Background: an optimization exercise with open tools, aiming at small area and a short achievable clock period. Do not read the settings as production practice. The RTL was checked by simulation tests, not by an equivalence proof against the original design.

==> run a: inputs <==
==> flow/design.v (excerpt) <==
module top_level (
    input wire clk,
    input wire rst_n,
    input  wire [15:0] axi_awaddr,
    input  wire        axi_awvalid,
    output wire        axi_awready,
    input  wire [2:0]  axi_awprot,
    input  wire [31:0] axi_wdata,
    input  wire [3:0]  axi_wstrb,
    input  wire        axi_wvalid,
    output wire        axi_wready,
    output wire [1:0]  axi_bresp,
    output wire        axi_bvalid,
    input  wire        axi_bready,
    input  wire [15:0] axi_araddr,
    input  wire        axi_arvalid,
    output wire        axi_arready,
    input  wire [2:0]  axi_arprot,
    output wire [31:0] axi_rdata,
    output wire [1:0]  axi_rresp,
    output wire        axi_rvalid,
    input  wire        axi_rready,
    output wire [31:0] mem_addr,
    output wire [15:0] mem_wdata,
    input  wire [15:0] mem_rdata,
    output wire        mem_we,
    output wire        mem_oe,
    output wire        mem_ce,
    input  wire        mem_ready,
    output wire [7:0]  led_status,
    output wire        led_error,
    output wire        irq_out
);
clock: 300.0 ns
lec_check: 0
cap_margin: 10
core_margin: 2
core_utilization: 45
gpl_routability_driven: 1
place_density: 0.6
slew_margin: 10
buffer_ports_args: -buffer_cell sky130_fd_sc_hd__buf_1
cts_args: -sink_clustering_enable -repair_clock_nets -dont_use_dummy_load -buf_list sky130_fd_sc_hd__clkbuf_8 -sink_clustering_size 16 -sink_clustering_max_diameter 60
skip_repair_tie_fanout: 1
standard.sh (not shown) runs the stock make flow with config.mk's settings and CLKGATE_MAP_FILE= SYNTH_SCRIPT=/design/flow/synth_recipe.tcl, a recipe that flattens the netlist after the stock synthesis.
==> flow/flow/run.sh <==
#!/bin/bash
# Own layout flow: the standard ORFS flow (standard.sh) with a few
# ORFS variables added to config.mk.
set -euo pipefail
cd "$(dirname "$0")/.."
{
  echo 'export BUFFER_PORTS_ARGS = -buffer_cell sky130_fd_sc_hd__buf_1'
  echo 'export CTS_ARGS = -sink_clustering_enable -repair_clock_nets -dont_use_dummy_load -buf_list sky130_fd_sc_hd__clkbuf_8 -sink_clustering_size 16 -sink_clustering_max_diameter 60'
  echo 'export SKIP_REPAIR_TIE_FANOUT = 1'
} >> config.mk
bash standard.sh > standard_flow.log 2>&1
==> run b (differences from run a) <==
--- a/flow/design.v
+++ b/flow/design.v
@@ -1,41 +1,33 @@
 module RankerCore (
     input  wire        clk,
     input  wire        rst,
     input  wire        valid,
     input  wire        pos_hi_zero,
     input  wire [9:0]  pos_lo,
     input  wire [31:0] base_score,
-    input  wire        base_valid,
-    output wire [31:0] result,
+    output reg  [31:0] result,
     output reg  [15:0] rank,
     output reg         seen
 );
     wire [9:0] bias_lut;
     bias_table lut (.p(pos_lo), .bias_lut(bias_lut));
     wire [9:0] bias = {10{pos_hi_zero}} & bias_lut;
-    wire [10:0] lo_sum = {1'b0, {10{base_valid}} & base_score[9:0]} + {1'b0, bias};
-    wire [21:0] hi_sum = base_score[31:10] + {21'd0, lo_sum[10]};
-    reg  [31:0] res_q;
-    reg         hi_valid;
     always @(posedge clk) begin
-        if (valid) begin
-            res_q    <= {hi_sum, lo_sum[9:0]};
-            hi_valid <= base_valid;
-        end
+        if (valid)
+            result <= base_score + {22'd0, bias};
     end
-    assign result = {{22{hi_valid}} & res_q[31:10], res_q[9:0]};
     always @(posedge clk or posedge rst) begin
         if (rst) begin
             rank <= 16'd0;
             seen <= 1'b0;
-        end else begin
-            rank <= rank + {15'd0, valid & seen};
-            seen <= seen | valid;
+        end else if (valid) begin
+            rank <= rank + {15'd0, seen};
+            seen <= 1'b1;
         end
     end
 endmodule
 module bias_table(p, bias_lut);
   input [9:0] p;
   wire [9:0] p;
   output [9:0] bias_lut;
   wire [9:0] bias_lut;
@@ -750,67 +742,66 @@
     always @(posedge clk) begin
         wa_hit <= (axi_awaddr[15:6] == 10'd0) & (axi_awaddr[1:0] == 2'b00);
         wa_idx <= axi_awaddr[5:2];
         ra_hit <= (axi_araddr[15:6] == 10'd0) & (axi_araddr[1:0] == 2'b00);
         ra_idx <= axi_araddr[5:2];
     end
     wire [15:0] wsel = {16{wr_dat & wa_hit}} & (16'd1 << wa_idx);
     wire [15:0] rsel = {16{ra_hit}} & (16'd1 << ra_idx);
-    reg [31:0] score_q, ctrl_q, cfg_q, keyl_q, keyh_q, root_q, hashl_q, hashh_q, segl_q, segh_q, posl_q, posh_q;
-    reg        score_v, ctrl_v, cfg_v, keyl_v, keyh_v, root_v, hashl_v, hashh_v, segl_v, segh_v, posl_v, posh_v;
+    reg [31:0] ctrl_q, cfg_q, keyl_q, keyh_q, root_q, hashl_q, hashh_q, segl_q, segh_q, posl_q, posh_q;
+    reg        ctrl_v, cfg_v, keyl_v, keyh_v, root_v, hashl_v, hashh_v, segl_v, segh_v, posl_v, posh_v;
+    reg [31:0] score_q;
     always @(posedge clk) begin
         if (wsel[0])  ctrl_q  <= axi_wdata;
         if (wsel[2])  cfg_q   <= axi_wdata;
         if (wsel[4])  keyl_q  <= axi_wdata;
         if (wsel[5])  keyh_q  <= axi_wdata;
         if (wsel[6])  root_q  <= axi_wdata;
         if (wsel[8])  hashl_q <= axi_wdata;
         if (wsel[9])  hashh_q <= axi_wdata;
         if (wsel[10]) segl_q  <= axi_wdata;
         if (wsel[11]) segh_q  <= axi_wdata;
         if (wsel[12]) posl_q  <= axi_wdata;
         if (wsel[13]) posh_q  <= axi_wdata;
-        if (wsel[14]) score_q <= axi_wdata;
     end
     always @(posedge clk or posedge reset) begin
         if (reset) begin
             ctrl_v <= 1'b0; cfg_v <= 1'b0; keyl_v <= 1'b0; keyh_v <= 1'b0;
             root_v <= 1'b0; hashl_v <= 1'b0; hashh_v <= 1'b0; segl_v <= 1'b0;
             segh_v <= 1'b0; posl_v <= 1'b0; posh_v <= 1'b0;
-            score_v <= 1'b0;
+            score_q <= 32'd0;
         end else begin
             if (wsel[0])  ctrl_v  <= 1'b1;
             if (wsel[2])  cfg_v   <= 1'b1;
             if (wsel[4])  keyl_v  <= 1'b1;
             if (wsel[5])  keyh_v  <= 1'b1;
             if (wsel[6])  root_v  <= 1'b1;
             if (wsel[8])  hashl_v <= 1'b1;
             if (wsel[9])  hashh_v <= 1'b1;
             if (wsel[10]) segl_v  <= 1'b1;
             if (wsel[11]) segh_v  <= 1'b1;
             if (wsel[12]) posl_v  <= 1'b1;
             if (wsel[13]) posh_v  <= 1'b1;
-            if (wsel[14]) score_v <= 1'b1;
+            if (wsel[14]) score_q <= axi_wdata;
         end
     end
     wire ranker_valid = ctrl_v & ctrl_q[1];
     wire [31:0] rnk_res;
     wire [15:0] rnk_rank;
     wire        rnk_seen;
     wire        pos_hi_zero = (!posh_v | (posh_q == 32'd0)) & (!posl_v | (posl_q[31:10] == 22'd0));
     wire [9:0]  pos_lo = {10{posl_v}} & posl_q[9:0];
     RankerCore ranker (
         .clk(clk),
         .rst(reset),
         .valid(ranker_valid),
         .pos_hi_zero(pos_hi_zero),
         .pos_lo(pos_lo),
         .base_score(score_q),
-        .base_valid(score_v),
         .result(rnk_res),
         .rank(rnk_rank),
         .seen(rnk_seen)
     );
     wire [31:0] rmux =
           ({32{rsel[0]  & ctrl_v}}  & ctrl_q)
         | ({32{rsel[1]}}            & {rnk_rank, 14'd0, rnk_seen, 1'b0})
         | ({32{rsel[2]  & cfg_v}}   & cfg_q)
@@ -818,25 +809,25 @@
         | ({32{rsel[5]  & keyh_v}}  & keyh_q)
         | ({32{rsel[6]  & root_v}}  & root_q)
         | ({32{rsel[8]  & hashl_v}} & hashl_q)
         | ({32{rsel[9]  & hashh_v}} & hashh_q)
         | ({32{rsel[10] & segl_v}}  & segl_q)
         | ({32{rsel[11] & segh_v}}  & segh_q)
         | ({32{rsel[12] & posl_v}}  & posl_q)
         | ({32{rsel[13] & posh_v}}  & posh_q)
-        | ({32{rsel[14] & score_v}} & score_q)
+        | ({32{rsel[14]}}           & score_q)
         | ({32{rsel[15] & rnk_seen}} & rnk_res)
         | ({32{!ra_hit}}            & 32'hDEADBEEF);
     reg [31:0] rd_data_q;
     always @(posedge clk or posedge reset) begin
         if (reset)
             rd_data_q <= 32'd0;
-        else
-            rd_data_q <= ({32{rd_dat}} & rmux) | ({32{!rd_dat}} & rd_data_q);
+        else if (rd_dat)
+            rd_data_q <= rmux;
     end
     assign axi_rdata = rd_data_q;
     assign mem_addr   = 32'd0;
     assign mem_wdata  = 16'd0;
     assign mem_we     = 1'b0;
     assign mem_oe     = 1'b0;
     assign mem_ce     = 1'b0;
     assign led_status = {1'b0, ranker_valid, 1'b0, mem_ready, 4'b0000};
==> flow/run.sh (new file) <==
#!/bin/bash
# synth_recipe.tcl (not shown) runs the flow's synth.tcl, then flattens the netlist and writes it again
# the make line also repeats each setting of config.mk as NAME=value (left out here)
make -C /OpenROAD-flow-scripts/flow DESIGN_CONFIG=/design/flow/config.mk WORK_HOME=/design/flow/orfs CLKGATE_MAP_FILE= SYNTH_SCRIPT=/design/flow/synth_recipe.tcl finish
==> flow/config.mk (replaced) <==
export PLATFORM = sky130hd
export DESIGN_NAME = top_level
export DESIGN_NICKNAME = top_level
export VERILOG_FILES = /design/flow/design.v
export SDC_FILE = /design/flow/constraint.sdc
export NUM_CORES = 4
export LEC_CHECK = 0
export CAP_MARGIN = 40
export CORE_MARGIN = 2
export CORE_UTILIZATION = 22
export GPL_ROUTABILITY_DRIVEN = 1
export PLACE_DENSITY = 0.32
export SLEW_MARGIN = 40
removed: flow/flow/run.sh
removed: flow/standard.sh
==> impl_metrics.json <==
{
  "gr-usage-met1_pct": 34.57,
  "cts-root-buf": "clkbuf_8",
  "async_reset_ff_share_pct": 13.21,
  "clk_latency_ns": 0.63,
  "status": "finished clean",
  "synth_mux_area_share_pct": 0.1477,
  "clk_pin_slew_ns": 0.07,
  "relSlewSlack_pct": 21.50,
  "taps": 592,
  "r2r_start": "posl_v",
  "yosys.area.top_type_share_pct": 61.59
}
The numbers above come from run a.

==> impl_metrics.json <==
{
  "status": "finished clean",
  "gr-usage-met1_pct": 21.77,
  "synth_mux_area_share_pct": 1.835,
  "async_reset_ff_share_pct": 19.59,
  "clk_pin_slew_ns": 0.06,
  "yosys.area.top_type_share_pct": 56.01,
  "clk_latency_ns": 0.61,
  "taps": 1254
}
The numbers above come from run b.

==> what the ideal ports hide <==
In the flow no input, the clock included, has a driving cell. The finished layouts below were timed again as built, in two steps. Step 1, drivers: a clkbuf_16 drives clk and a buf_2 each remaining input, both assumed. Step 2 also shifts input and output timing later by t, the mid clock arrival at the registers, as if the neighbouring blocks saw the same clock. a / b / c = ideal ports / drivers / drivers and shift; a / b = the first two.
run	shift t [ns]	slack for setup (ns)	worst register clock-pin slew, ns
run a	0.634	180.000 / 179.959 / 179.959	0.11 / 0.11
run b	0.667	180.000 / 179.954 / 179.954	0.06 / 0.06
After both steps setup and hold are still met in every run listed. For run b, which loses most, drivers alone change the setup slack by -0.046 ns; drivers and shift together by -0.046 ns.
